Source: an optimization exercise on an open RTL-to-GDS flow (aim: small area and a short achievable clock period). Production flows keep margins and buffers that such runs may drop.
No functional check of the RTL was part of any run shown here.
Power and IR drop assume default switching activity.

## flow/design.v (module list and top-level ports; edited modules follow where they fit)
// module fused_multiply_add: 850 lines
// module fma_fa: 4 lines
// module fma_ha: 4 lines
// module fma_gc: 3 lines
// module fma_gpc: 4 lines
// module fma_benc1: 6 lines
// module fma_benc: 5 lines
// module fma_bsel: 3 lines
module fused_multiply_add
(
     input                                   clk
   , input                                   rst
   , input                                   cntrl_load
   , input        [31:0]                     cntrl_init
   , input                                   pass
   , input        [15:0]                     m
   , input        [15:0]                     x
   , input        [15:0]                     c
   , output logic                            y_valid_r
   , output logic [31:0]                     y_w
);
  // ...
==> flow/flow/run.sh <==
#!/bin/bash
# The standard layout (standard.sh), with two changes:
#  - synthesis maps logic with ABC's &nf mapper (flow/abc_map.script) in place of
#    ORFS's abc_area.script, which maps XOR-heavy logic to NAND2 trees;
#  - the port buffers are plain buf_1 cells instead of the default choice.
set -u
WORK=$(pwd)
rm -rf "$WORK/scripts"
cp -r "$FLOW_HOME/scripts" "$WORK/scripts"
cp "$WORK/flow/abc_map.script" "$WORK/scripts/abc_area.script"
export SCRIPTS_DIR="$WORK/scripts"
export BUFFER_PORTS_ARGS="-buffer_cell sky130_fd_sc_hd__buf_1"
bash standard.sh > standard.log 2>&1
==> flow/flow/abc_map.script <==
strash
&get -n
&fraig -x
&put
scorr
dc2
dretime
strash
&get -n
&dch -f
&nf {D}
&put
==> flow/standard.sh <==
#!/bin/bash
# synth_recipe.tcl (not shown) runs the flow's synth.tcl, then flattens the netlist and writes it again
# the make line also repeats each setting of config.mk as NAME=value (left out here)
make -C /OpenROAD-flow-scripts/flow DESIGN_CONFIG=/design/flow/config.mk WORK_HOME=/design/flow/orfs CLKGATE_MAP_FILE= SYNTH_SCRIPT=/design/flow/synth_recipe.tcl "${@:-finish}"
==> flow/config.mk <==
export PLATFORM = sky130hd
export DESIGN_NAME = fused_multiply_add
export DESIGN_NICKNAME = fused_multiply_add
export VERILOG_FILES = /design/flow/design.v
export SDC_FILE = /design/flow/constraint.sdc
export NUM_CORES = 4
export LEC_CHECK = 0
export ABC_AREA = 1
export CAP_MARGIN = 20
export CORE_MARGIN = 2
export CORE_UTILIZATION = 60
export CTS_BUF_LIST = sky130_fd_sc_hd__clkbuf_8
export SETUP_SLACK_MARGIN = 3.4
export SLEW_MARGIN = 20
export SYNTH_HIERARCHICAL = 1
export SYNTH_MINIMUM_KEEP_SIZE = 0
==> flow/constraint.sdc <==
create_clock -name core_clock -period 8.0 [get_ports {clk}]
set_input_delay 1.6000 -clock core_clock [delete_from_list [all_inputs] [get_ports {clk}]]
set_output_delay 1.6000 -clock core_clock [all_outputs]
set_load 0.01 [all_outputs]
==> impl_metrics.csv, run 1 <==
group,metric,value,unit
run_status,status,"complete, no violations",
worst_setup_path,path_cells,"fa_1, ha_4, and2_1, and2_4, a21o_4, a21o_4, a21o_1, xor2_1, buf_2",
final_layout,n_antenna_cell,0,
worst_setup_path,end_kind,"primary output",
clock_network,numCtsBuffers,9,
final_layout,nonClockBufferCount,130,
final_layout,n_all_inverters,41,
flow_run,max_cap_violations,0,
worst_setup_path,path_depth,9,
logic_synthesis,synth_area_leaders,"fa_1, dfxtp_1, xnor2_1, a22oi_1, ha_1",
logic_synthesis,synth_common_cells,"fa_1, xnor2_1, a22oi_1, dfxtp_1, and2_0",
clock_network,cts-resized-gates,70,
logic_synthesis,synth_cell_types,16,
detailed_routing,vias,7634,
placed_design,pre_cts_ws,2.37,ns
logic_synthesis,synthMuxAreaShare,3.40,%
worst_setup_path,worstSetupEndpoint,"y_w[31]",
worst_setup_path,crit_family,"adder cells",
logic_synthesis,syn_inst,957,
worst_setup_path,critPathKind,"reg2out",
final_layout,clock_cell_area_share,1.69,%
worst_hold_path,hp-class,"reg2reg",
placed_design,hpwlAfterDp,18.9,mm
worst_setup_path,r2r_cells,8,
worst_setup_path,crit_buf_inv,1,
power,p_leak,0.00495,µW
floorplanning,io_pins,117,
==> run 2, diff against run 1 <==
--- a/flow/design.v
+++ b/flow/design.v
@@ -13,5 +13,5 @@
 );
   logic [31:0] ys_r, yc_r;
-  logic [25:12] yt_r;
+  logic [25:14] yt_r;
   wire        opnd_en = pass;
   wire [15:0] cg = {16{opnd_en}} & c;
@@ -19,5 +19,5 @@
   wire [16:-1] xe = {1'b0, xg, 1'b0};
   wire [15:-1] me = {m, 1'b0};
-  wire [1:0] one0_d, two0_d, neg0_d;
+  wire [2:0] one0_d, two0_d, neg0_d;
   assign one0_d[0] = (me[0] ^ 1'b0);
   assign two0_d[0] = ((me[1] & ~me[0] & ~1'b0) | (~me[1] & me[0] & 1'b0));
@@ -26,4 +26,7 @@
   assign two0_d[1] = ((me[1] & ~me[0] & ~1'b0) | (~me[1] & me[0] & 1'b0));
   assign neg0_d[1] = me[1];
+  assign one0_d[2] = (me[0] ^ 1'b0);
+  assign two0_d[2] = ((me[1] & ~me[0] & ~1'b0) | (~me[1] & me[0] & 1'b0));
+  assign neg0_d[2] = me[1];
   wire neg0 = neg0_d[0];
   wire [16:0] pp0;
@@ -34,18 +37,19 @@
   fma_bsel u_b0_4 (.one(one0_d[0]), .two(two0_d[0]), .neg(neg0_d[0]), .xa(xe[4]), .xb(xe[3]), .p(pp0[4]));
   fma_bsel u_b0_5 (.one(one0_d[0]), .two(two0_d[0]), .neg(neg0_d[0]), .xa(xe[5]), .xb(xe[4]), .p(pp0[5]));
-  fma_bsel u_b0_6 (.one(one0_d[0]), .two(two0_d[0]), .neg(neg0_d[0]), .xa(xe[6]), .xb(xe[5]), .p(pp0[6]));
-  fma_bsel u_b0_7 (.one(one0_d[0]), .two(two0_d[0]), .neg(neg0_d[0]), .xa(xe[7]), .xb(xe[6]), .p(pp0[7]));
-  fma_bsel u_b0_8 (.one(one0_d[0]), .two(two0_d[0]), .neg(neg0_d[0]), .xa(xe[8]), .xb(xe[7]), .p(pp0[8]));
+  fma_bsel u_b0_6 (.one(one0_d[1]), .two(two0_d[1]), .neg(neg0_d[1]), .xa(xe[6]), .xb(xe[5]), .p(pp0[6]));
+  fma_bsel u_b0_7 (.one(one0_d[1]), .two(two0_d[1]), .neg(neg0_d[1]), .xa(xe[7]), .xb(xe[6]), .p(pp0[7]));
+  fma_bsel u_b0_8 (.one(one0_d[1]), .two(two0_d[1]), .neg(neg0_d[1]), .xa(xe[8]), .xb(xe[7]), .p(pp0[8]));
   fma_bsel u_b0_9 (.one(one0_d[1]), .two(two0_d[1]), .neg(neg0_d[1]), .xa(xe[9]), .xb(xe[8]), .p(pp0[9]));
   fma_bsel u_b0_10 (.one(one0_d[1]), .two(two0_d[1]), .neg(neg0_d[1]), .xa(xe[10]), .xb(xe[9]), .p(pp0[10]));
   fma_bsel u_b0_11 (.one(one0_d[1]), .two(two0_d[1]), .neg(neg0_d[1]), .xa(xe[11]), .xb(xe[10]), .p(pp0[11]));
-  fma_bsel u_b0_12 (.one(one0_d[1]), .two(two0_d[1]), .neg(neg0_d[1]), .xa(xe[12]), .xb(xe[11]), .p(pp0[12]));
-  fma_bsel u_b0_13 (.one(one0_d[1]), .two(two0_d[1]), .neg(neg0_d[1]), .xa(xe[13]), .xb(xe[12]), .p(pp0[13]));
-  fma_bsel u_b0_14 (.one(one0_d[1]), .two(two0_d[1]), .neg(neg0_d[1]), .xa(xe[14]), .xb(xe[13]), .p(pp0[14]));
-  fma_bsel u_b0_15 (.one(one0_d[1]), .two(two0_d[1]), .neg(neg0_d[1]), .xa(xe[15]), .xb(xe[14]), .p(pp0[15]));
-  assign pp0[16] = (two0_d[1] & xe[15]) ^ neg0_d[1];
-  wire [1:0] one1_d, two1_d, neg1_d;
+  fma_bsel u_b0_12 (.one(one0_d[2]), .two(two0_d[2]), .neg(neg0_d[2]), .xa(xe[12]), .xb(xe[11]), .p(pp0[12]));
+  fma_bsel u_b0_13 (.one(one0_d[2]), .two(two0_d[2]), .neg(neg0_d[2]), .xa(xe[13]), .xb(xe[12]), .p(pp0[13]));
+  fma_bsel u_b0_14 (.one(one0_d[2]), .two(two0_d[2]), .neg(neg0_d[2]), .xa(xe[14]), .xb(xe[13]), .p(pp0[14]));
+  fma_bsel u_b0_15 (.one(one0_d[2]), .two(two0_d[2]), .neg(neg0_d[2]), .xa(xe[15]), .xb(xe[14]), .p(pp0[15]));
+  assign pp0[16] = (two0_d[2] & xe[15]) ^ neg0_d[2];
+  wire [2:0] one1_d, two1_d, neg1_d;
   fma_benc1 u_e1_0 (.b2(me[3]), .b1(me[2]), .b0(me[1]), .one(one1_d[0]), .two(two1_d[0]), .neg(neg1_d[0]));
   fma_benc1 u_e1_1 (.b2(me[3]), .b1(me[2]), .b0(me[1]), .one(one1_d[1]), .two(two1_d[1]), .neg(neg1_d[1]));
+  fma_benc1 u_e1_2 (.b2(me[3]), .b1(me[2]), .b0(me[1]), .one(one1_d[2]), .two(two1_d[2]), .neg(neg1_d[2]));
   wire neg1 = neg1_d[0];
   wire [16:0] pp1;
@@ -56,18 +60,19 @@
   fma_bsel u_b1_4 (.one(one1_d[0]), .two(two1_d[0]), .neg(neg1_d[0]), .xa(xe[4]), .xb(xe[3]), .p(pp1[4]));
   fma_bsel u_b1_5 (.one(one1_d[0]), .two(two1_d[0]), .neg(neg1_d[0]), .xa(xe[5]), .xb(xe[4]), .p(pp1[5]));
-  fma_bsel u_b1_6 (.one(one1_d[0]), .two(two1_d[0]), .neg(neg1_d[0]), .xa(xe[6]), .xb(xe[5]), .p(pp1[6]));
-  fma_bsel u_b1_7 (.one(one1_d[0]), .two(two1_d[0]), .neg(neg1_d[0]), .xa(xe[7]), .xb(xe[6]), .p(pp1[7]));
-  fma_bsel u_b1_8 (.one(one1_d[0]), .two(two1_d[0]), .neg(neg1_d[0]), .xa(xe[8]), .xb(xe[7]), .p(pp1[8]));
+  fma_bsel u_b1_6 (.one(one1_d[1]), .two(two1_d[1]), .neg(neg1_d[1]), .xa(xe[6]), .xb(xe[5]), .p(pp1[6]));
+  fma_bsel u_b1_7 (.one(one1_d[1]), .two(two1_d[1]), .neg(neg1_d[1]), .xa(xe[7]), .xb(xe[6]), .p(pp1[7]));
+  fma_bsel u_b1_8 (.one(one1_d[1]), .two(two1_d[1]), .neg(neg1_d[1]), .xa(xe[8]), .xb(xe[7]), .p(pp1[8]));
   fma_bsel u_b1_9 (.one(one1_d[1]), .two(two1_d[1]), .neg(neg1_d[1]), .xa(xe[9]), .xb(xe[8]), .p(pp1[9]));
   fma_bsel u_b1_10 (.one(one1_d[1]), .two(two1_d[1]), .neg(neg1_d[1]), .xa(xe[10]), .xb(xe[9]), .p(pp1[10]));
   fma_bsel u_b1_11 (.one(one1_d[1]), .two(two1_d[1]), .neg(neg1_d[1]), .xa(xe[11]), .xb(xe[10]), .p(pp1[11]));
-  fma_bsel u_b1_12 (.one(one1_d[1]), .two(two1_d[1]), .neg(neg1_d[1]), .xa(xe[12]), .xb(xe[11]), .p(pp1[12]));
-  fma_bsel u_b1_13 (.one(one1_d[1]), .two(two1_d[1]), .neg(neg1_d[1]), .xa(xe[13]), .xb(xe[12]), .p(pp1[13]));
-  fma_bsel u_b1_14 (.one(one1_d[1]), .two(two1_d[1]), .neg(neg1_d[1]), .xa(xe[14]), .xb(xe[13]), .p(pp1[14]));
-  fma_bsel u_b1_15 (.one(one1_d[1]), .two(two1_d[1]), .neg(neg1_d[1]), .xa(xe[15]), .xb(xe[14]), .p(pp1[15]));
-  assign pp1[16] = (two1_d[1] & xe[15]) ^ neg1_d[1];
-  wire [1:0] one2_d, two2_d, neg2_d;
+  fma_bsel u_b1_12 (.one(one1_d[2]), .two(two1_d[2]), .neg(neg1_d[2]), .xa(xe[12]), .xb(xe[11]), .p(pp1[12]));
+  fma_bsel u_b1_13 (.one(one1_d[2]), .two(two1_d[2]), .neg(neg1_d[2]), .xa(xe[13]), .xb(xe[12]), .p(pp1[13]));
+  fma_bsel u_b1_14 (.one(one1_d[2]), .two(two1_d[2]), .neg(neg1_d[2]), .xa(xe[14]), .xb(xe[13]), .p(pp1[14]));
+  fma_bsel u_b1_15 (.one(one1_d[2]), .two(two1_d[2]), .neg(neg1_d[2]), .xa(xe[15]), .xb(xe[14]), .p(pp1[15]));
+  assign pp1[16] = (two1_d[2] & xe[15]) ^ neg1_d[2];
+  wire [2:0] one2_d, two2_d, neg2_d;
   fma_benc1 u_e2_0 (.b2(me[5]), .b1(me[4]), .b0(me[3]), .one(one2_d[0]), .two(two2_d[0]), .neg(neg2_d[0]));
   fma_benc1 u_e2_1 (.b2(me[5]), .b1(me[4]), .b0(me[3]), .one(one2_d[1]), .two(two2_d[1]), .neg(neg2_d[1]));
+  fma_benc1 u_e2_2 (.b2(me[5]), .b1(me[4]), .b0(me[3]), .one(one2_d[2]), .two(two2_d[2]), .neg(neg2_d[2]));
   wire neg2 = neg2_d[0];
   wire [16:0] pp2;
@@ -78,18 +83,19 @@
   fma_bsel u_b2_4 (.one(one2_d[0]), .two(two2_d[0]), .neg(neg2_d[0]), .xa(xe[4]), .xb(xe[3]), .p(pp2[4]));
   fma_bsel u_b2_5 (.one(one2_d[0]), .two(two2_d[0]), .neg(neg2_d[0]), .xa(xe[5]), .xb(xe[4]), .p(pp2[5]));
-  fma_bsel u_b2_6 (.one(one2_d[0]), .two(two2_d[0]), .neg(neg2_d[0]), .xa(xe[6]), .xb(xe[5]), .p(pp2[6]));
-  fma_bsel u_b2_7 (.one(one2_d[0]), .two(two2_d[0]), .neg(neg2_d[0]), .xa(xe[7]), .xb(xe[6]), .p(pp2[7]));
-  fma_bsel u_b2_8 (.one(one2_d[0]), .two(two2_d[0]), .neg(neg2_d[0]), .xa(xe[8]), .xb(xe[7]), .p(pp2[8]));
+  fma_bsel u_b2_6 (.one(one2_d[1]), .two(two2_d[1]), .neg(neg2_d[1]), .xa(xe[6]), .xb(xe[5]), .p(pp2[6]));
+  fma_bsel u_b2_7 (.one(one2_d[1]), .two(two2_d[1]), .neg(neg2_d[1]), .xa(xe[7]), .xb(xe[6]), .p(pp2[7]));
+  fma_bsel u_b2_8 (.one(one2_d[1]), .two(two2_d[1]), .neg(neg2_d[1]), .xa(xe[8]), .xb(xe[7]), .p(pp2[8]));
   fma_bsel u_b2_9 (.one(one2_d[1]), .two(two2_d[1]), .neg(neg2_d[1]), .xa(xe[9]), .xb(xe[8]), .p(pp2[9]));
   fma_bsel u_b2_10 (.one(one2_d[1]), .two(two2_d[1]), .neg(neg2_d[1]), .xa(xe[10]), .xb(xe[9]), .p(pp2[10]));
   fma_bsel u_b2_11 (.one(one2_d[1]), .two(two2_d[1]), .neg(neg2_d[1]), .xa(xe[11]), .xb(xe[10]), .p(pp2[11]));
-  fma_bsel u_b2_12 (.one(one2_d[1]), .two(two2_d[1]), .neg(neg2_d[1]), .xa(xe[12]), .xb(xe[11]), .p(pp2[12]));
-  fma_bsel u_b2_13 (.one(one2_d[1]), .two(two2_d[1]), .neg(neg2_d[1]), .xa(xe[13]), .xb(xe[12]), .p(pp2[13]));
-  fma_bsel u_b2_14 (.one(one2_d[1]), .two(two2_d[1]), .neg(neg2_d[1]), .xa(xe[14]), .xb(xe[13]), .p(pp2[14]));
-  fma_bsel u_b2_15 (.one(one2_d[1]), .two(two2_d[1]), .neg(neg2_d[1]), .xa(xe[15]), .xb(xe[14]), .p(pp2[15]));
-  assign pp2[16] = (two2_d[1] & xe[15]) ^ neg2_d[1];
-  wire [1:0] one3_d, two3_d, neg3_d;
+  fma_bsel u_b2_12 (.one(one2_d[2]), .two(two2_d[2]), .neg(neg2_d[2]), .xa(xe[12]), .xb(xe[11]), .p(pp2[12]));
+  fma_bsel u_b2_13 (.one(one2_d[2]), .two(two2_d[2]), .neg(neg2_d[2]), .xa(xe[13]), .xb(xe[12]), .p(pp2[13]));
+  fma_bsel u_b2_14 (.one(one2_d[2]), .two(two2_d[2]), .neg(neg2_d[2]), .xa(xe[14]), .xb(xe[13]), .p(pp2[14]));
+  fma_bsel u_b2_15 (.one(one2_d[2]), .two(two2_d[2]), .neg(neg2_d[2]), .xa(xe[15]), .xb(xe[14]), .p(pp2[15]));
+  assign pp2[16] = (two2_d[2] & xe[15]) ^ neg2_d[2];
+  wire [2:0] one3_d, two3_d, neg3_d;
   fma_benc1 u_e3_0 (.b2(me[7]), .b1(me[6]), .b0(me[5]), .one(one3_d[0]), .two(two3_d[0]), .neg(neg3_d[0]));
   fma_benc1 u_e3_1 (.b2(me[7]), .b1(me[6]), .b0(me[5]), .one(one3_d[1]), .two(two3_d[1]), .neg(neg3_d[1]));
+  fma_benc1 u_e3_2 (.b2(me[7]), .b1(me[6]), .b0(me[5]), .one(one3_d[2]), .two(two3_d[2]), .neg(neg3_d[2]));
   wire neg3 = neg3_d[0];
   wire [16:0] pp3;
@@ -100,18 +106,19 @@
   fma_bsel u_b3_4 (.one(one3_d[0]), .two(two3_d[0]), .neg(neg3_d[0]), .xa(xe[4]), .xb(xe[3]), .p(pp3[4]));
   fma_bsel u_b3_5 (.one(one3_d[0]), .two(two3_d[0]), .neg(neg3_d[0]), .xa(xe[5]), .xb(xe[4]), .p(pp3[5]));
-  fma_bsel u_b3_6 (.one(one3_d[0]), .two(two3_d[0]), .neg(neg3_d[0]), .xa(xe[6]), .xb(xe[5]), .p(pp3[6]));
-  fma_bsel u_b3_7 (.one(one3_d[0]), .two(two3_d[0]), .neg(neg3_d[0]), .xa(xe[7]), .xb(xe[6]), .p(pp3[7]));
-  fma_bsel u_b3_8 (.one(one3_d[0]), .two(two3_d[0]), .neg(neg3_d[0]), .xa(xe[8]), .xb(xe[7]), .p(pp3[8]));
+  fma_bsel u_b3_6 (.one(one3_d[1]), .two(two3_d[1]), .neg(neg3_d[1]), .xa(xe[6]), .xb(xe[5]), .p(pp3[6]));
+  fma_bsel u_b3_7 (.one(one3_d[1]), .two(two3_d[1]), .neg(neg3_d[1]), .xa(xe[7]), .xb(xe[6]), .p(pp3[7]));
+  fma_bsel u_b3_8 (.one(one3_d[1]), .two(two3_d[1]), .neg(neg3_d[1]), .xa(xe[8]), .xb(xe[7]), .p(pp3[8]));
   fma_bsel u_b3_9 (.one(one3_d[1]), .two(two3_d[1]), .neg(neg3_d[1]), .xa(xe[9]), .xb(xe[8]), .p(pp3[9]));
   fma_bsel u_b3_10 (.one(one3_d[1]), .two(two3_d[1]), .neg(neg3_d[1]), .xa(xe[10]), .xb(xe[9]), .p(pp3[10]));
   fma_bsel u_b3_11 (.one(one3_d[1]), .two(two3_d[1]), .neg(neg3_d[1]), .xa(xe[11]), .xb(xe[10]), .p(pp3[11]));
-  fma_bsel u_b3_12 (.one(one3_d[1]), .two(two3_d[1]), .neg(neg3_d[1]), .xa(xe[12]), .xb(xe[11]), .p(pp3[12]));
-  fma_bsel u_b3_13 (.one(one3_d[1]), .two(two3_d[1]), .neg(neg3_d[1]), .xa(xe[13]), .xb(xe[12]), .p(pp3[13]));
-  fma_bsel u_b3_14 (.one(one3_d[1]), .two(two3_d[1]), .neg(neg3_d[1]), .xa(xe[14]), .xb(xe[13]), .p(pp3[14]));
-  fma_bsel u_b3_15 (.one(one3_d[1]), .two(two3_d[1]), .neg(neg3_d[1]), .xa(xe[15]), .xb(xe[14]), .p(pp3[15]));
-  assign pp3[16] = (two3_d[1] & xe[15]) ^ neg3_d[1];
-  wire [1:0] one4_d, two4_d, neg4_d;
+  fma_bsel u_b3_12 (.one(one3_d[2]), .two(two3_d[2]), .neg(neg3_d[2]), .xa(xe[12]), .xb(xe[11]), .p(pp3[12]));
+  fma_bsel u_b3_13 (.one(one3_d[2]), .two(two3_d[2]), .neg(neg3_d[2]), .xa(xe[13]), .xb(xe[12]), .p(pp3[13]));
+  fma_bsel u_b3_14 (.one(one3_d[2]), .two(two3_d[2]), .neg(neg3_d[2]), .xa(xe[14]), .xb(xe[13]), .p(pp3[14]));
+  fma_bsel u_b3_15 (.one(one3_d[2]), .two(two3_d[2]), .neg(neg3_d[2]), .xa(xe[15]), .xb(xe[14]), .p(pp3[15]));
+  assign pp3[16] = (two3_d[2] & xe[15]) ^ neg3_d[2];
+  wire [2:0] one4_d, two4_d, neg4_d;
   fma_benc1 u_e4_0 (.b2(me[9]), .b1(me[8]), .b0(me[7]), .one(one4_d[0]), .two(two4_d[0]), .neg(neg4_d[0]));
   fma_benc1 u_e4_1 (.b2(me[9]), .b1(me[8]), .b0(me[7]), .one(one4_d[1]), .two(two4_d[1]), .neg(neg4_d[1]));
+  fma_benc1 u_e4_2 (.b2(me[9]), .b1(me[8]), .b0(me[7]), .one(one4_d[2]), .two(two4_d[2]), .neg(neg4_d[2]));
   wire neg4 = neg4_d[0];
   wire [16:0] pp4;
@@ -122,18 +129,19 @@
   fma_bsel u_b4_4 (.one(one4_d[0]), .two(two4_d[0]), .neg(neg4_d[0]), .xa(xe[4]), .xb(xe[3]), .p(pp4[4]));
   fma_bsel u_b4_5 (.one(one4_d[0]), .two(two4_d[0]), .neg(neg4_d[0]), .xa(xe[5]), .xb(xe[4]), .p(pp4[5]));
-  fma_bsel u_b4_6 (.one(one4_d[0]), .two(two4_d[0]), .neg(neg4_d[0]), .xa(xe[6]), .xb(xe[5]), .p(pp4[6]));
-  fma_bsel u_b4_7 (.one(one4_d[0]), .two(two4_d[0]), .neg(neg4_d[0]), .xa(xe[7]), .xb(xe[6]), .p(pp4[7]));
-  fma_bsel u_b4_8 (.one(one4_d[0]), .two(two4_d[0]), .neg(neg4_d[0]), .xa(xe[8]), .xb(xe[7]), .p(pp4[8]));
+  fma_bsel u_b4_6 (.one(one4_d[1]), .two(two4_d[1]), .neg(neg4_d[1]), .xa(xe[6]), .xb(xe[5]), .p(pp4[6]));
+  fma_bsel u_b4_7 (.one(one4_d[1]), .two(two4_d[1]), .neg(neg4_d[1]), .xa(xe[7]), .xb(xe[6]), .p(pp4[7]));
+  fma_bsel u_b4_8 (.one(one4_d[1]), .two(two4_d[1]), .neg(neg4_d[1]), .xa(xe[8]), .xb(xe[7]), .p(pp4[8]));
   fma_bsel u_b4_9 (.one(one4_d[1]), .two(two4_d[1]), .neg(neg4_d[1]), .xa(xe[9]), .xb(xe[8]), .p(pp4[9]));
   fma_bsel u_b4_10 (.one(one4_d[1]), .two(two4_d[1]), .neg(neg4_d[1]), .xa(xe[10]), .xb(xe[9]), .p(pp4[10]));
   fma_bsel u_b4_11 (.one(one4_d[1]), .two(two4_d[1]), .neg(neg4_d[1]), .xa(xe[11]), .xb(xe[10]), .p(pp4[11]));
-  fma_bsel u_b4_12 (.one(one4_d[1]), .two(two4_d[1]), .neg(neg4_d[1]), .xa(xe[12]), .xb(xe[11]), .p(pp4[12]));
-  fma_bsel u_b4_13 (.one(one4_d[1]), .two(two4_d[1]), .neg(neg4_d[1]), .xa(xe[13]), .xb(xe[12]), .p(pp4[13]));
-  fma_bsel u_b4_14 (.one(one4_d[1]), .two(two4_d[1]), .neg(neg4_d[1]), .xa(xe[14]), .xb(xe[13]), .p(pp4[14]));
-  fma_bsel u_b4_15 (.one(one4_d[1]), .two(two4_d[1]), .neg(neg4_d[1]), .xa(xe[15]), .xb(xe[14]), .p(pp4[15]));
-  assign pp4[16] = (two4_d[1] & xe[15]) ^ neg4_d[1];
-  wire [1:0] one5_d, two5_d, neg5_d;
+  fma_bsel u_b4_12 (.one(one4_d[2]), .two(two4_d[2]), .neg(neg4_d[2]), .xa(xe[12]), .xb(xe[11]), .p(pp4[12]));
+  fma_bsel u_b4_13 (.one(one4_d[2]), .two(two4_d[2]), .neg(neg4_d[2]), .xa(xe[13]), .xb(xe[12]), .p(pp4[13]));
+  fma_bsel u_b4_14 (.one(one4_d[2]), .two(two4_d[2]), .neg(neg4_d[2]), .xa(xe[14]), .xb(xe[13]), .p(pp4[14]));
+  fma_bsel u_b4_15 (.one(one4_d[2]), .two(two4_d[2]), .neg(neg4_d[2]), .xa(xe[15]), .xb(xe[14]), .p(pp4[15]));
+  assign pp4[16] = (two4_d[2] & xe[15]) ^ neg4_d[2];
+  wire [2:0] one5_d, two5_d, neg5_d;
   fma_benc1 u_e5_0 (.b2(me[11]), .b1(me[10]), .b0(me[9]), .one(one5_d[0]), .two(two5_d[0]), .neg(neg5_d[0]));
   fma_benc1 u_e5_1 (.b2(me[11]), .b1(me[10]), .b0(me[9]), .one(one5_d[1]), .two(two5_d[1]), .neg(neg5_d[1]));
+  fma_benc1 u_e5_2 (.b2(me[11]), .b1(me[10]), .b0(me[9]), .one(one5_d[2]), .two(two5_d[2]), .neg(neg5_d[2]));
   wire neg5 = neg5_d[0];
   wire [16:0] pp5;
@@ -144,18 +152,19 @@
   fma_bsel u_b5_4 (.one(one5_d[0]), .two(two5_d[0]), .neg(neg5_d[0]), .xa(xe[4]), .xb(xe[3]), .p(pp5[4]));
   fma_bsel u_b5_5 (.one(one5_d[0]), .two(two5_d[0]), .neg(neg5_d[0]), .xa(xe[5]), .xb(xe[4]), .p(pp5[5]));
-  fma_bsel u_b5_6 (.one(one5_d[0]), .two(two5_d[0]), .neg(neg5_d[0]), .xa(xe[6]), .xb(xe[5]), .p(pp5[6]));
-  fma_bsel u_b5_7 (.one(one5_d[0]), .two(two5_d[0]), .neg(neg5_d[0]), .xa(xe[7]), .xb(xe[6]), .p(pp5[7]));
-  fma_bsel u_b5_8 (.one(one5_d[0]), .two(two5_d[0]), .neg(neg5_d[0]), .xa(xe[8]), .xb(xe[7]), .p(pp5[8]));
+  fma_bsel u_b5_6 (.one(one5_d[1]), .two(two5_d[1]), .neg(neg5_d[1]), .xa(xe[6]), .xb(xe[5]), .p(pp5[6]));
+  fma_bsel u_b5_7 (.one(one5_d[1]), .two(two5_d[1]), .neg(neg5_d[1]), .xa(xe[7]), .xb(xe[6]), .p(pp5[7]));
+  fma_bsel u_b5_8 (.one(one5_d[1]), .two(two5_d[1]), .neg(neg5_d[1]), .xa(xe[8]), .xb(xe[7]), .p(pp5[8]));
   fma_bsel u_b5_9 (.one(one5_d[1]), .two(two5_d[1]), .neg(neg5_d[1]), .xa(xe[9]), .xb(xe[8]), .p(pp5[9]));
   fma_bsel u_b5_10 (.one(one5_d[1]), .two(two5_d[1]), .neg(neg5_d[1]), .xa(xe[10]), .xb(xe[9]), .p(pp5[10]));
   fma_bsel u_b5_11 (.one(one5_d[1]), .two(two5_d[1]), .neg(neg5_d[1]), .xa(xe[11]), .xb(xe[10]), .p(pp5[11]));
-  fma_bsel u_b5_12 (.one(one5_d[1]), .two(two5_d[1]), .neg(neg5_d[1]), .xa(xe[12]), .xb(xe[11]), .p(pp5[12]));
-  fma_bsel u_b5_13 (.one(one5_d[1]), .two(two5_d[1]), .neg(neg5_d[1]), .xa(xe[13]), .xb(xe[12]), .p(pp5[13]));
-  fma_bsel u_b5_14 (.one(one5_d[1]), .two(two5_d[1]), .neg(neg5_d[1]), .xa(xe[14]), .xb(xe[13]), .p(pp5[14]));
-  fma_bsel u_b5_15 (.one(one5_d[1]), .two(two5_d[1]), .neg(neg5_d[1]), .xa(xe[15]), .xb(xe[14]), .p(pp5[15]));
-  assign pp5[16] = (two5_d[1] & xe[15]) ^ neg5_d[1];
-  wire [1:0] one6_d, two6_d, neg6_d;
+  fma_bsel u_b5_12 (.one(one5_d[2]), .two(two5_d[2]), .neg(neg5_d[2]), .xa(xe[12]), .xb(xe[11]), .p(pp5[12]));
+  fma_bsel u_b5_13 (.one(one5_d[2]), .two(two5_d[2]), .neg(neg5_d[2]), .xa(xe[13]), .xb(xe[12]), .p(pp5[13]));
+  fma_bsel u_b5_14 (.one(one5_d[2]), .two(two5_d[2]), .neg(neg5_d[2]), .xa(xe[14]), .xb(xe[13]), .p(pp5[14]));
+  fma_bsel u_b5_15 (.one(one5_d[2]), .two(two5_d[2]), .neg(neg5_d[2]), .xa(xe[15]), .xb(xe[14]), .p(pp5[15]));
+  assign pp5[16] = (two5_d[2] & xe[15]) ^ neg5_d[2];
+  wire [2:0] one6_d, two6_d, neg6_d;
   fma_benc1 u_e6_0 (.b2(me[13]), .b1(me[12]), .b0(me[11]), .one(one6_d[0]), .two(two6_d[0]), .neg(neg6_d[0]));
   fma_benc1 u_e6_1 (.b2(me[13]), .b1(me[12]), .b0(me[11]), .one(one6_d[1]), .two(two6_d[1]), .neg(neg6_d[1]));
+  fma_benc1 u_e6_2 (.b2(me[13]), .b1(me[12]), .b0(me[11]), .one(one6_d[2]), .two(two6_d[2]), .neg(neg6_d[2]));
   wire neg6 = neg6_d[0];
   wire [16:0] pp6;
@@ -166,18 +175,19 @@
   fma_bsel u_b6_4 (.one(one6_d[0]), .two(two6_d[0]), .neg(neg6_d[0]), .xa(xe[4]), .xb(xe[3]), .p(pp6[4]));
   fma_bsel u_b6_5 (.one(one6_d[0]), .two(two6_d[0]), .neg(neg6_d[0]), .xa(xe[5]), .xb(xe[4]), .p(pp6[5]));
-  fma_bsel u_b6_6 (.one(one6_d[0]), .two(two6_d[0]), .neg(neg6_d[0]), .xa(xe[6]), .xb(xe[5]), .p(pp6[6]));
-  fma_bsel u_b6_7 (.one(one6_d[0]), .two(two6_d[0]), .neg(neg6_d[0]), .xa(xe[7]), .xb(xe[6]), .p(pp6[7]));
-  fma_bsel u_b6_8 (.one(one6_d[0]), .two(two6_d[0]), .neg(neg6_d[0]), .xa(xe[8]), .xb(xe[7]), .p(pp6[8]));
+  fma_bsel u_b6_6 (.one(one6_d[1]), .two(two6_d[1]), .neg(neg6_d[1]), .xa(xe[6]), .xb(xe[5]), .p(pp6[6]));
+  fma_bsel u_b6_7 (.one(one6_d[1]), .two(two6_d[1]), .neg(neg6_d[1]), .xa(xe[7]), .xb(xe[6]), .p(pp6[7]));
+  fma_bsel u_b6_8 (.one(one6_d[1]), .two(two6_d[1]), .neg(neg6_d[1]), .xa(xe[8]), .xb(xe[7]), .p(pp6[8]));
   fma_bsel u_b6_9 (.one(one6_d[1]), .two(two6_d[1]), .neg(neg6_d[1]), .xa(xe[9]), .xb(xe[8]), .p(pp6[9]));
   fma_bsel u_b6_10 (.one(one6_d[1]), .two(two6_d[1]), .neg(neg6_d[1]), .xa(xe[10]), .xb(xe[9]), .p(pp6[10]));
   fma_bsel u_b6_11 (.one(one6_d[1]), .two(two6_d[1]), .neg(neg6_d[1]), .xa(xe[11]), .xb(xe[10]), .p(pp6[11]));
-  fma_bsel u_b6_12 (.one(one6_d[1]), .two(two6_d[1]), .neg(neg6_d[1]), .xa(xe[12]), .xb(xe[11]), .p(pp6[12]));
-  fma_bsel u_b6_13 (.one(one6_d[1]), .two(two6_d[1]), .neg(neg6_d[1]), .xa(xe[13]), .xb(xe[12]), .p(pp6[13]));
-  fma_bsel u_b6_14 (.one(one6_d[1]), .two(two6_d[1]), .neg(neg6_d[1]), .xa(xe[14]), .xb(xe[13]), .p(pp6[14]));
-  fma_bsel u_b6_15 (.one(one6_d[1]), .two(two6_d[1]), .neg(neg6_d[1]), .xa(xe[15]), .xb(xe[14]), .p(pp6[15]));
-  assign pp6[16] = (two6_d[1] & xe[15]) ^ neg6_d[1];
-  wire [1:0] one7_d, two7_d, neg7_d;
+  fma_bsel u_b6_12 (.one(one6_d[2]), .two(two6_d[2]), .neg(neg6_d[2]), .xa(xe[12]), .xb(xe[11]), .p(pp6[12]));
+  fma_bsel u_b6_13 (.one(one6_d[2]), .two(two6_d[2]), .neg(neg6_d[2]), .xa(xe[13]), .xb(xe[12]), .p(pp6[13]));
+  fma_bsel u_b6_14 (.one(one6_d[2]), .two(two6_d[2]), .neg(neg6_d[2]), .xa(xe[14]), .xb(xe[13]), .p(pp6[14]));
+  fma_bsel u_b6_15 (.one(one6_d[2]), .two(two6_d[2]), .neg(neg6_d[2]), .xa(xe[15]), .xb(xe[14]), .p(pp6[15]));
+  assign pp6[16] = (two6_d[2] & xe[15]) ^ neg6_d[2];
+  wire [2:0] one7_d, two7_d, neg7_d;
   fma_benc1 u_e7_0 (.b2(me[15]), .b1(me[14]), .b0(me[13]), .one(one7_d[0]), .two(two7_d[0]), .neg(neg7_d[0]));
   fma_benc1 u_e7_1 (.b2(me[15]), .b1(me[14]), .b0(me[13]), .one(one7_d[1]), .two(two7_d[1]), .neg(neg7_d[1]));
+  fma_benc1 u_e7_2 (.b2(me[15]), .b1(me[14]), .b0(me[13]), .one(one7_d[2]), .two(two7_d[2]), .neg(neg7_d[2]));
   wire neg7 = neg7_d[0];
   wire [16:0] pp7;
@@ -188,15 +198,15 @@
   fma_bsel u_b7_4 (.one(one7_d[0]), .two(two7_d[0]), .neg(neg7_d[0]), .xa(xe[4]), .xb(xe[3]), .p(pp7[4]));
   fma_bsel u_b7_5 (.one(one7_d[0]), .two(two7_d[0]), .neg(neg7_d[0]), .xa(xe[5]), .xb(xe[4]), .p(pp7[5]));
-  fma_bsel u_b7_6 (.one(one7_d[0]), .two(two7_d[0]), .neg(neg7_d[0]), .xa(xe[6]), .xb(xe[5]), .p(pp7[6]));
-  fma_bsel u_b7_7 (.one(one7_d[0]), .two(two7_d[0]), .neg(neg7_d[0]), .xa(xe[7]), .xb(xe[6]), .p(pp7[7]));
-  fma_bsel u_b7_8 (.one(one7_d[0]), .two(two7_d[0]), .neg(neg7_d[0]), .xa(xe[8]), .xb(xe[7]), .p(pp7[8]));
+  fma_bsel u_b7_6 (.one(one7_d[1]), .two(two7_d[1]), .neg(neg7_d[1]), .xa(xe[6]), .xb(xe[5]), .p(pp7[6]));
+  fma_bsel u_b7_7 (.one(one7_d[1]), .two(two7_d[1]), .neg(neg7_d[1]), .xa(xe[7]), .xb(xe[6]), .p(pp7[7]));
+  fma_bsel u_b7_8 (.one(one7_d[1]), .two(two7_d[1]), .neg(neg7_d[1]), .xa(xe[8]), .xb(xe[7]), .p(pp7[8]));
   fma_bsel u_b7_9 (.one(one7_d[1]), .two(two7_d[1]), .neg(neg7_d[1]), .xa(xe[9]), .xb(xe[8]), .p(pp7[9]));
   fma_bsel u_b7_10 (.one(one7_d[1]), .two(two7_d[1]), .neg(neg7_d[1]), .xa(xe[10]), .xb(xe[9]), .p(pp7[10]));
   fma_bsel u_b7_11 (.one(one7_d[1]), .two(two7_d[1]), .neg(neg7_d[1]), .xa(xe[11]), .xb(xe[10]), .p(pp7[11]));
-  fma_bsel u_b7_12 (.one(one7_d[1]), .two(two7_d[1]), .neg(neg7_d[1]), .xa(xe[12]), .xb(xe[11]), .p(pp7[12]));
-  fma_bsel u_b7_13 (.one(one7_d[1]), .two(two7_d[1]), .neg(neg7_d[1]), .xa(xe[13]), .xb(xe[12]), .p(pp7[13]));
-  fma_bsel u_b7_14 (.one(one7_d[1]), .two(two7_d[1]), .neg(neg7_d[1]), .xa(xe[14]), .xb(xe[13]), .p(pp7[14]));
-  fma_bsel u_b7_15 (.one(one7_d[1]), .two(two7_d[1]), .neg(neg7_d[1]), .xa(xe[15]), .xb(xe[14]), .p(pp7[15]));
-  assign pp7[16] = (two7_d[1] & xe[15]) ^ neg7_d[1];
+  fma_bsel u_b7_12 (.one(one7_d[2]), .two(two7_d[2]), .neg(neg7_d[2]), .xa(xe[12]), .xb(xe[11]), .p(pp7[12]));
+  fma_bsel u_b7_13 (.one(one7_d[2]), .two(two7_d[2]), .neg(neg7_d[2]), .xa(xe[13]), .xb(xe[12]), .p(pp7[13]));
+  fma_bsel u_b7_14 (.one(one7_d[2]), .two(two7_d[2]), .neg(neg7_d[2]), .xa(xe[14]), .xb(xe[13]), .p(pp7[14]));
+  fma_bsel u_b7_15 (.one(one7_d[2]), .two(two7_d[2]), .neg(neg7_d[2]), .xa(xe[15]), .xb(xe[14]), .p(pp7[15]));
+  assign pp7[16] = (two7_d[2] & xe[15]) ^ neg7_d[2];
   wire s1, c2;
   fma_fa u_s1 (.a(ys_r[0]), .b(yc_r[0]), .ci(neg0), .s(s1), .co(c2));
@@ -308,53 +318,53 @@
   fma_fa u_s107 (.a(s103), .b(c92), .ci(s105), .s(s107), .co(c108));
   wire s109, c110;
-  fma_fa u_s109 (.a(ys_r[12]), .b(yc_r[12]), .ci(yt_r[12]), .s(s109), .co(c110));
+  fma_fa u_s109 (.a(ys_r[12]), .b(yc_r[12]), .ci(neg6), .s(s109), .co(c110));
   wire s111, c112;
-  fma_fa u_s111 (.a(s109), .b(neg6), .ci(cg[12]), .s(s111), .co(c112));
+  fma_fa u_s111 (.a(cg[12]), .b(pp0[12]), .ci(pp1[10]), .s(s111), .co(c112));
   wire s113, c114;
-  fma_fa u_s113 (.a(pp0[12]), .b(pp1[10]), .ci(pp2[8]), .s(s113), .co(c114));
+  fma_fa u_s113 (.a(pp2[8]), .b(pp3[6]), .ci(pp4[4]), .s(s113), .co(c114));
   wire s115, c116;
-  fma_fa u_s115 (.a(pp3[6]), .b(pp4[4]), .ci(pp5[2]), .s(s115), .co(c116));
+  fma_fa u_s115 (.a(pp5[2]), .b(pp6[0]), .ci(s109), .s(s115), .co(c116));
   wire s117, c118;
-  fma_fa u_s117 (.a(pp6[0]), .b(c96), .ci(s111), .s(s117), .co(c118));
+  fma_fa u_s117 (.a(c96), .b(c98), .ci(c100), .s(s117), .co(c118));
   wire s119, c120;
-  fma_fa u_s119 (.a(c98), .b(c100), .ci(s113), .s(s119), .co(c120));
+  fma_fa u_s119 (.a(s111), .b(s113), .ci(s115), .s(s119), .co(c120));
   wire s121, c122;
-  fma_fa u_s121 (.a(s115), .b(s117), .ci(c102), .s(s121), .co(c122));
+  fma_fa u_s121 (.a(c102), .b(c104), .ci(s117), .s(s121), .co(c122));
   wire s123, c124;
-  fma_fa u_s123 (.a(c104), .b(s119), .ci(c106), .s(s123), .co(c124));
+  fma_fa u_s123 (.a(s119), .b(c106), .ci(s121), .s(s123), .co(c124));
   wire s125, c126;
-  fma_fa u_s125 (.a(ys_r[13]), .b(yc_r[13]), .ci(yt_r[13]), .s(s125), .co(c126));
+  fma_fa u_s125 (.a(ys_r[13]), .b(yc_r[13]), .ci(cg[13]), .s(s125), .co(c126));
   wire s127, c128;
-  fma_fa u_s127 (.a(c110), .b(s125), .ci(cg[13]), .s(s127), .co(c128));
+  fma_fa u_s127 (.a(pp0[13]), .b(pp1[11]), .ci(pp2[9]), .s(s127), .co(c128));
   wire s129, c130;
-  fma_fa u_s129 (.a(pp0[13]), .b(pp1[11]), .ci(pp2[9]), .s(s129), .co(c130));
+  fma_fa u_s129 (.a(pp3[7]), .b(pp4[5]), .ci(pp5[3]), .s(s129), .co(c130));
   wire s131, c132;
-  fma_fa u_s131 (.a(pp3[7]), .b(pp4[5]), .ci(pp5[3]), .s(s131), .co(c132));
+  fma_fa u_s131 (.a(pp6[1]), .b(c110), .ci(s125), .s(s131), .co(c132));
   wire s133, c134;
-  fma_fa u_s133 (.a(pp6[1]), .b(c112), .ci(s127), .s(s133), .co(c134));
+  fma_fa u_s133 (.a(c112), .b(c114), .ci(s127), .s(s133), .co(c134));
   wire s135, c136;
-  fma_fa u_s135 (.a(c114), .b(c116), .ci(s129), .s(s135), .co(c136));
+  fma_fa u_s135 (.a(s129), .b(c116), .ci(s131), .s(s135), .co(c136));
   wire s137, c138;
-  fma_fa u_s137 (.a(s131), .b(c118), .ci(s133), .s(s137), .co(c138));
+  fma_fa u_s137 (.a(c118), .b(s133), .ci(c120), .s(s137), .co(c138));
   wire s139, c140;
-  fma_fa u_s139 (.a(c120), .b(s135), .ci(s137), .s(s139), .co(c140));
+  fma_fa u_s139 (.a(s135), .b(c122), .ci(s137), .s(s139), .co(c140));
   wire s141, c142;
   fma_fa u_s141 (.a(ys_r[14]), .b(yc_r[14]), .ci(yt_r[14]), .s(s141), .co(c142));
   wire s143, c144;
-  fma_fa u_s143 (.a(c126), .b(s141), .ci(neg7), .s(s143), .co(c144));
+  fma_fa u_s143 (.a(s141), .b(neg7), .ci(cg[14]), .s(s143), .co(c144));
   wire s145, c146;
-  fma_fa u_s145 (.a(cg[14]), .b(pp0[14]), .ci(pp1[12]), .s(s145), .co(c146));
+  fma_fa u_s145 (.a(pp0[14]), .b(pp1[12]), .ci(pp2[10]), .s(s145), .co(c146));
   wire s147, c148;
-  fma_fa u_s147 (.a(pp2[10]), .b(pp3[8]), .ci(pp4[6]), .s(s147), .co(c148));
+  fma_fa u_s147 (.a(pp3[8]), .b(pp4[6]), .ci(pp5[4]), .s(s147), .co(c148));
   wire s149, c150;
-  fma_fa u_s149 (.a(pp5[4]), .b(pp6[2]), .ci(pp7[0]), .s(s149), .co(c150));
+  fma_fa u_s149 (.a(pp6[2]), .b(pp7[0]), .ci(c126), .s(s149), .co(c150));
   wire s151, c152;
   fma_fa u_s151 (.a(s143), .b(c128), .ci(c130), .s(s151), .co(c152));
   wire s153, c154;
-  fma_fa u_s153 (.a(c132), .b(s145), .ci(s147), .s(s153), .co(c154));
+  fma_fa u_s153 (.a(s145), .b(s147), .ci(c132), .s(s153), .co(c154));
   wire s155, c156;
-  fma_fa u_s155 (.a(s149), .b(c134), .ci(c136), .s(s155), .co(c156));
+  fma_fa u_s155 (.a(s149), .b(c134), .ci(s151), .s(s155), .co(c156));
   wire s157, c158;
-  fma_fa u_s157 (.a(s151), .b(s153), .ci(c138), .s(s157), .co(c158));
+  fma_fa u_s157 (.a(c136), .b(s153), .ci(s155), .s(s157), .co(c158));
   wire s159, c160;
   fma_fa u_s159 (.a(ys_r[15]), .b(yc_r[15]), .ci(yt_r[15]), .s(s159), .co(c160));
@@ -370,9 +380,9 @@
   fma_fa u_s169 (.a(s161), .b(c146), .ci(c148), .s(s169), .co(c170));
   wire s171, c172;
-  fma_fa u_s171 (.a(c150), .b(s163), .ci(s165), .s(s171), .co(c172));
+  fma_fa u_s171 (.a(s163), .b(s165), .ci(c150), .s(s171), .co(c172));
   wire s173, c174;
-  fma_fa u_s173 (.a(s167), .b(c152), .ci(c154), .s(s173), .co(c174));
+  fma_fa u_s173 (.a(s167), .b(c152), .ci(s169), .s(s173), .co(c174));
   wire s175, c176;
-  fma_fa u_s175 (.a(s169), .b(s171), .ci(c156), .s(s175), .co(c176));
+  fma_fa u_s175 (.a(c154), .b(s171), .ci(c156), .s(s175), .co(c176));
   wire s177, c178;
   fma_fa u_s177 (.a(ys_r[16]), .b(yc_r[16]), .ci(yt_r[16]), .s(s177), .co(c178));
@@ -386,9 +396,9 @@
   fma_fa u_s185 (.a(pp7[2]), .b(c162), .ci(c164), .s(s185), .co(c186));
   wire s187, c188;
-  fma_fa u_s187 (.a(c166), .b(c168), .ci(s179), .s(s187), .co(c188));
+  fma_fa u_s187 (.a(c166), .b(s179), .ci(s181), .s(s187), .co(c188));
   wire s189, c190;
-  fma_fa u_s189 (.a(s181), .b(s183), .ci(c170), .s(s189), .co(c190));
+  fma_fa u_s189 (.a(s183), .b(c168), .ci(c170), .s(s189), .co(c190));
   wire s191, c192;
-  fma_fa u_s191 (.a(c172), .b(s185), .ci(s187), .s(s191), .co(c192));
+  fma_fa u_s191 (.a(s185), .b(s187), .ci(c172), .s(s191), .co(c192));
   wire s193 = c174 ^ s189;
   wire c194 = c174 & s189;
@@ -410,5 +420,5 @@
   fma_fa u_s209 (.a(c186), .b(c188), .ci(s205), .s(s209), .co(c210));
   wire s211, c212;
-  fma_fa u_s211 (.a(s207), .b(c190), .ci(c192), .s(s211), .co(c212));
+  fma_fa u_s211 (.a(s207), .b(c190), .ci(s209), .s(s211), .co(c212));
   wire s213 = 1'b1 ^ ys_r[18] ^ yc_r[18];
   wire c214 = (1'b1 & ys_r[18]) | (1'b1 & yc_r[18]) | (ys_r[18] & yc_r[18]);
@@ -565,16 +575,12 @@
   wire s365, c366;
   fma_fa u_s365 (.a(s363), .b(~neg7), .ci(c360), .s(s365), .co(c366));
-  wire [25:12] r2 = {s323, s313, s301, s289, s275, s261, s245, s229, s211, s193, s175, s157, s139, s123};
-  wire [31:0] r0 = {c362, c356, c350, c342, c334, c324, s321, s311, c288, s287, s273, s259, s243, s227, s209, s191, s173, s155, c122, s121, c94, c80, c68, c56, c46, c36, c28, c20, c14, c8, s5, s1};
-  wire [31:0] r1 = {s365, s361, s355, s349, s341, s333, c314, c302, c290, c276, c262, c246, c230, c212, c194, c176, c158, c140, c124, c108, s107, s93, s79, s67, s55, s45, s35, s27, s19, s13, s7, s3};
+  wire [25:14] r2 = {s323, s313, s301, s289, s275, s261, s245, s229, s211, s193, s175, s157};
+  wire [31:0] r0 = {c362, c356, c350, c342, c334, c324, s321, s311, c288, s287, s273, s259, s243, s227, c192, s191, s173, c138, c124, c108, c94, c80, c68, c56, c46, c36, c28, c20, c14, c8, s5, s1};
+  wire [31:0] r1 = {s365, s361, s355, s349, s341, s333, c314, c302, c290, c276, c262, c246, c230, c212, c194, c176, c158, c140, s139, s123, s107, s93, s79, s67, s55, s45, s35, s27, s19, s13, s7, s3};
   always_ff @(posedge clk)
     if (rst) y_valid_r <= 1'b0;
     else     y_valid_r <= pass;
-  wire o12_0s, o12_0c;
-  fma_fa u_ofo12_0 (.a(ys_r[12]), .b(yc_r[12]), .ci(yt_r[12]), .s(o12_0s), .co(o12_0c));
-  wire o13_1s, o13_1c;
-  fma_fa u_ofo13_1 (.a(ys_r[13]), .b(yc_r[13]), .ci(yt_r[13]), .s(o13_1s), .co(o13_1c));
-  wire o14_1s, o14_1c;
-  fma_fa u_ofo14_1 (.a(ys_r[14]), .b(yc_r[14]), .ci(yt_r[14]), .s(o14_1s), .co(o14_1c));
+  wire o14_0s, o14_0c;
+  fma_fa u_ofo14_0 (.a(ys_r[14]), .b(yc_r[14]), .ci(yt_r[14]), .s(o14_0s), .co(o14_0c));
   wire o15_1s, o15_1c;
   fma_fa u_ofo15_1 (.a(ys_r[15]), .b(yc_r[15]), .ci(yt_r[15]), .s(o15_1s), .co(o15_1c));
@@ -624,9 +630,9 @@
   fma_ha u_ya_h10 (.a(ys_r[10]), .b(yc_r[10]), .s(ya_p[10]), .co(ya_g[10]));
   fma_ha u_ya_h11 (.a(ys_r[11]), .b(yc_r[11]), .s(ya_p[11]), .co(ya_g[11]));
-  assign ya_p[12] = o12_0s;
-  assign ya_g[12] = 1'b0;
-  fma_ha u_ya_h13 (.a(o12_0c), .b(o13_1s), .s(ya_p[13]), .co(ya_g[13]));
-  fma_ha u_ya_h14 (.a(o13_1c), .b(o14_1s), .s(ya_p[14]), .co(ya_g[14]));
-  fma_ha u_ya_h15 (.a(o14_1c), .b(o15_1s), .s(ya_p[15]), .co(ya_g[15]));
+  fma_ha u_ya_h12 (.a(ys_r[12]), .b(yc_r[12]), .s(ya_p[12]), .co(ya_g[12]));
+  fma_ha u_ya_h13 (.a(ys_r[13]), .b(yc_r[13]), .s(ya_p[13]), .co(ya_g[13]));
+  assign ya_p[14] = o14_0s;
+  assign ya_g[14] = 1'b0;
+  fma_ha u_ya_h15 (.a(o14_0c), .b(o15_1s), .s(ya_p[15]), .co(ya_g[15]));
   fma_ha u_ya_h16 (.a(o15_1c), .b(o16_1s), .s(ya_p[16]), .co(ya_g[16]));
   fma_ha u_ya_h17 (.a(o16_1c), .b(o17_1s), .s(ya_p[17]), .co(ya_g[17]));
@@ -658,7 +664,7 @@
   wire ya_G6, ya_P6;
   fma_gpc u_ya_n6 (.gh(ya_g[11]), .ph(ya_p[11]), .gl(ya_g[10]), .pl(ya_p[10]), .g(ya_G6), .p(ya_P6));
-  wire ya_P7 = ya_p[13] & ya_p[12];
-  wire ya_G8, ya_P8;
-  fma_gpc u_ya_n8 (.gh(ya_g[15]), .ph(ya_p[15]), .gl(ya_g[14]), .pl(ya_p[14]), .g(ya_G8), .p(ya_P8));
+  wire ya_G7, ya_P7;
+  fma_gpc u_ya_n7 (.gh(ya_g[13]), .ph(ya_p[13]), .gl(ya_g[12]), .pl(ya_p[12]), .g(ya_G7), .p(ya_P7));
+  wire ya_P8 = ya_p[15] & ya_p[14];
   wire ya_G9, ya_P9;
   fma_gpc u_ya_n9 (.gh(ya_g[17]), .ph(ya_p[17]), .gl(ya_g[16]), .pl(ya_p[16]), .g(ya_G9), .p(ya_P9));
@@ -689,8 +695,8 @@
   wire ya_G22, ya_P22;
   fma_gpc u_ya_n22 (.gh(ya_G6), .ph(ya_P6), .gl(ya_G5), .pl(ya_P5), .g(ya_G22), .p(ya_P22));
-  wire ya_G23, ya_P23;
-  fma_gpc u_ya_n23 (.gh(ya_g[14]), .ph(ya_p[14]), .gl(ya_g[13]), .pl(ya_P7), .g(ya_G23), .p(ya_P23));
+  wire ya_P23 = ya_p[14] & ya_P7;
+  wire ya_G23 = ya_p[14] & ya_G7;
   wire ya_G24, ya_P24;
-  fma_gpc u_ya_n24 (.gh(ya_G8), .ph(ya_P8), .gl(ya_g[13]), .pl(ya_P7), .g(ya_G24), .p(ya_P24));
+  fma_gpc u_ya_n24 (.gh(ya_g[15]), .ph(ya_P8), .gl(ya_G7), .pl(ya_P7), .g(ya_G24), .p(ya_P24));
   wire ya_G25, ya_P25;
   fma_gpc u_ya_n25 (.gh(ya_g[18]), .ph(ya_p[18]), .gl(ya_G9), .pl(ya_P9), .g(ya_G25), .p(ya_P25));
@@ -717,8 +723,8 @@
   wire ya_G36;
   fma_gc u_ya_n36 (.gh(ya_G20), .ph(ya_P20), .gl(ya_G18), .g(ya_G36));
-  wire ya_P37 = ya_p[12] & ya_P22;
-  wire ya_G37 = ya_p[12] & ya_G22;
+  wire ya_G37, ya_P37;
+  fma_gpc u_ya_n37 (.gh(ya_g[12]), .ph(ya_p[12]), .gl(ya_G22), .pl(ya_P22), .g(ya_G37), .p(ya_P37));
   wire ya_G38, ya_P38;
-  fma_gpc u_ya_n38 (.gh(ya_g[13]), .ph(ya_P7), .gl(ya_G22), .pl(ya_P22), .g(ya_G38), .p(ya_P38));
+  fma_gpc u_ya_n38 (.gh(ya_G7), .ph(ya_P7), .gl(ya_G22), .pl(ya_P22), .g(ya_G38), .p(ya_P38));
   wire ya_G39, ya_P39;
   fma_gpc u_ya_n39 (.gh(ya_G23), .ph(ya_P23), .gl(ya_G22), .pl(ya_P22), .g(ya_G39), .p(ya_P39));
==> impl_metrics.csv, run 2 <==
group,metric,value,unit
logic_synthesis,yosysMostFrequentCell,"fa_1",
worst_setup_path,max_stage_delay,0.60,ns
worst_hold_path,hp-class,"reg2reg",
detailed_routing,avgRoutedWirePerCell,19.0,µm
logic_synthesis,synth_cell_types,16,
sta,setup_tns,0,ns
logic_synthesis,synth_area_leaders,"fa_1, dfxtp_1, xnor2_1, a22oi_1, ha_1",
sta,drv_slew,0,
grt,busiest_layer,"met2",
run_status,status,"complete, no violations",
placed_design,port_buffers,116,
worst_setup_path,required,6.40,ns
sta,maxSlewHeadroom,39.7,%
detailed_routing,routed_via_density,5.81,
grt,grt_first_pass_wirelength,40.9,mm
floorplanning,io_pins,117,
worst_setup_path,cp_slowest_cell,"fa_1",
logic_synthesis,ys.warnings.count,7,
floorplanning,die_h,138,µm
clock_network,clk_path_buf_depth,2,
worst_setup_path,end_kind,"primary output",
power,p_leak,0.00499,µW
floorplanning,core_area,0.0174,mm²
final_layout,mostFrequentLayoutCell,"fa_1",
worst_hold_path,min_path_cells,2,
floorplanning,die-area,0.0190,mm²
worst_setup_path,cp-startpoint,"yt_r[17]$_SDFF_PP0_",
power,peakVddDrop,464,µV
logic_synthesis,synth_top_flop_cell,"dfxtp_1",
worst_hold_path,hp-start,"yc_r[0]$_SDFF_PP0_",
final_layout,fin_area,0.0120,mm²
final_layout,n_antenna_cell,0,
worst_setup_path,path_cells,"fa_1, ha_4, a21o_1, a21o_1, a21o_4, a21o_1, a21o_1, xor2_1, clkbuf_2",
logic_synthesis,synth_top_area_share,33.4,%
worst_setup_path,critPathKind,"reg2out",
detailed_routing,dr.pass1.iters,6,
grt,use_met3,4.67,%
worst_setup_path,r2r_cells,8,
clock_network,root_buffer,"clkbuf_8",
sta,skew,0.0151,ns
logic_synthesis,yosys.area.top_type,"fa_1",
power,power_density,501,mW/mm²
detailed_routing,drt-initial-drc-count,617,
logic_synthesis,synthArstFlopShare,0,%
placed_design,routabilityCongestion,0.880,
sta,worst_pin_slew,0.904,ns
worst_setup_path,crit_fanout,8,
clock_network,cts_tree,"done",
clock_network,clk_latency,0.39,ns
grt,grt_max_degree,77,
logic_synthesis,syn_nets,1301,
final_layout,nets,1425,
final_layout,fin_util,68.8,%
clock_network,cts_sinks,77,
sta,setup_viol,0,
logic_synthesis,synth_seq_cells,77,
sta,rsz0062_at_grt,"yes",
floorplanning,row_count,48,
final_layout,layout_common_cells,"fa_1, xnor2_1, a22oi_1",
sta,min_period_over_period,56.9,%
detailed_routing,antenna_left,0,
final_layout,drive_gt1_share,8.80,%
grt,antenna_found_initial,0,
logic_synthesis,yosysSeqAreaShare,14.4,%
detailed_routing,vias,7781,
worst_setup_path,cpMostUsedCell,"a21o_1",
clock_network,numCtsBuffers,9,
logic_synthesis,synth_common_cells,"fa_1, xnor2_1, a22oi_1, and2_0, dfxtp_1",
placed_design,placed_area,0.0114,mm²
placed_design,hpwlAfterDp,19.3,mm
final_layout,fill_cells,1443,
grt,grt_pass1_vias,7934,
sta,finalHoldViolCount,0,
logic_synthesis,avgSynthCellArea,10.9,µm²
grt,grt-ovfl-total,0,
clock_network,path_clk_slew,0.08,ns
floorplanning,die_width,138,µm
sta,fmax,220,MHz
sta,finalCriticalPeriod,4.55,ns
final_layout,top_regs,"yc_r: 32 flops, ys_r: 32 flops, yt_r: 12 flops",
logic_synthesis,syn_inst,986,
detailed_routing,drc,0,
grt,use_met2,48.4,%
grt,grt_usage,28.5,%
worst_setup_path,cp-start-kind,"flop",
worst_setup_path,crit_arrival,2.95,ns
grt,met1_usage,37.7,%
floorplanning,initial_core_util,61.6,%
final_layout,area_growth,11.7,%
flow_run,max_cap_violations,0,
detailed_routing,routed_wl,25.5,mm
clock_network,cts_hold_buf,0,
logic_synthesis,synth_area,0.0107,mm²
logic_synthesis,synth_edf_count,0,
worst_setup_path,reg2reg_from,"ys_r[23]$_DFF_P_",
clock_network,htree_levels,3,
[run 2: cells by family after synthesis]
| family | after synthesis | synth area share, % |
|---|---|---|
| compound gates | 236 | 16.0 |
| fa+ha+maj | 231 | 39.4 |
| xor+xnor | 187 | 15.3 |
| simple gates | 160 | 8.64 |
| flops | 77 | 14.4 |
| buf+inv | 63 | 2.97 |
| mux | 32 | 3.36 |
[run 2: stage by stage]
step	worst slack [ns]	std cells	hold slack, ns	power, µW
after global placement	2.52	1315	0.645	5490
after floorplan	3.43	986	0.616	4290
after global routing	3.36	1339	0.713	6830
final	3.45	1339	0.687	6010
after CTS	3.39	1333	0.686	5980
after detailed placement	2.56	1315	0.656	5550
[run 2: path summary, 6_finish.rpt]
path | endpoint | slack, ns
hold / removal | ys_r[0]$_DFF_P_ | 0.69
setup / recovery | y_w[30] | 3.45
setup reg to reg | ys_r[28]$_DFF_P_ | 4.12
hold reg to reg | ys_r[0]$_DFF_P_ | 0.69
[run 2: power by group]
group	switching (µW)	internal (µW)	total [µW]
sequential	150	600	750
clock	158	181	339
combinational	2480	2440	4920
[run 2: cell type report]
cell class / instances / area [µm²] / share of cell area (%)
multi-input combinational: 846 / 9100 / 75.9
sequential: 77 / 1550 / 12.9
timing repair buffer: 135 / 688 / 5.74
tap: 225 / 282 / 2.35
inverter: 41 / 158 / 1.32
clock buffer: 10 / 138 / 1.15
clock inverter: 5 / 75.1 / 0.626
[run 2: repair_timing]
action / 4_1_cts / 5_1_grt
cloned: 0 / 1
buffers inserted: 3 / 5
setup endpoints to repair: 53 / 27
resized for setup: 53 / 58
pin swaps: 1 / 13
[run 2: Yosys stat by module (local to each module, per instance)]
module	area, µm²	cells inside	times used
fused_multiply_add	3260	311	1
fma_benc1	32.5	5	21
fma_fa	20.0	1	179
fma_bsel	16.3	2	120
fma_gpc	13.8	2	43
fma_ha	12.5	1	35
fma_gc	7.51	1	30
[run 2: critical path, delay by kind of cell, from the launching register on]
family	cells	cell delay [ns]
AOI/OAI and AO/OA	5	1.06
adders and majority gates	2	0.83
DFF	1	0.36
xor gates and xnor gates	1	0.17
buffers and inverters	1	0.16
[run 2: layer usage]
layer	part of all wire (%)	up-vias
li1	-	3606
met1	44	3932
met2	50	195
met3	4.2	48
met4	2.7	0
met5	0	-

[afterwards: timing with drivers on the ports]
The results above use ideal ports. As a check the final layouts listed here were re-extracted and re-timed, cells and wires unchanged. Step 1 (the two cells are an assumption about what drives the block):
set clk [get_ports {clk}]
set_driving_cell -lib_cell sky130_fd_sc_hd__clkbuf_16 $clk
set_driving_cell -lib_cell sky130_fd_sc_hd__buf_2 [delete_from_list [all_inputs] $clk]
Step 2 times the ports against the registers' clock, not the clock port: input delays grow and output delays shrink by t, the midpoint of the rising clock arrivals with the driver on. Slacks: ideal / step 1 / step 2; pairs: ideal / step 1.
run	shift t [ns]	setup slack, ns	latest minus earliest clock arrival (ns)	slew at the worst register clock pin (ns)
run 1	0.424	3.471 / 3.432 / 3.068	0.009 / 0.009	0.09 / 0.09
run 2	0.423	3.450 / 3.409 / 3.048	0.015 / 0.015	0.09 / 0.09
After both steps setup and hold are still met in every run listed. The setup slack of run 1, which loses most, moves by -0.039 ns with the drivers and by -0.403 ns with both steps.
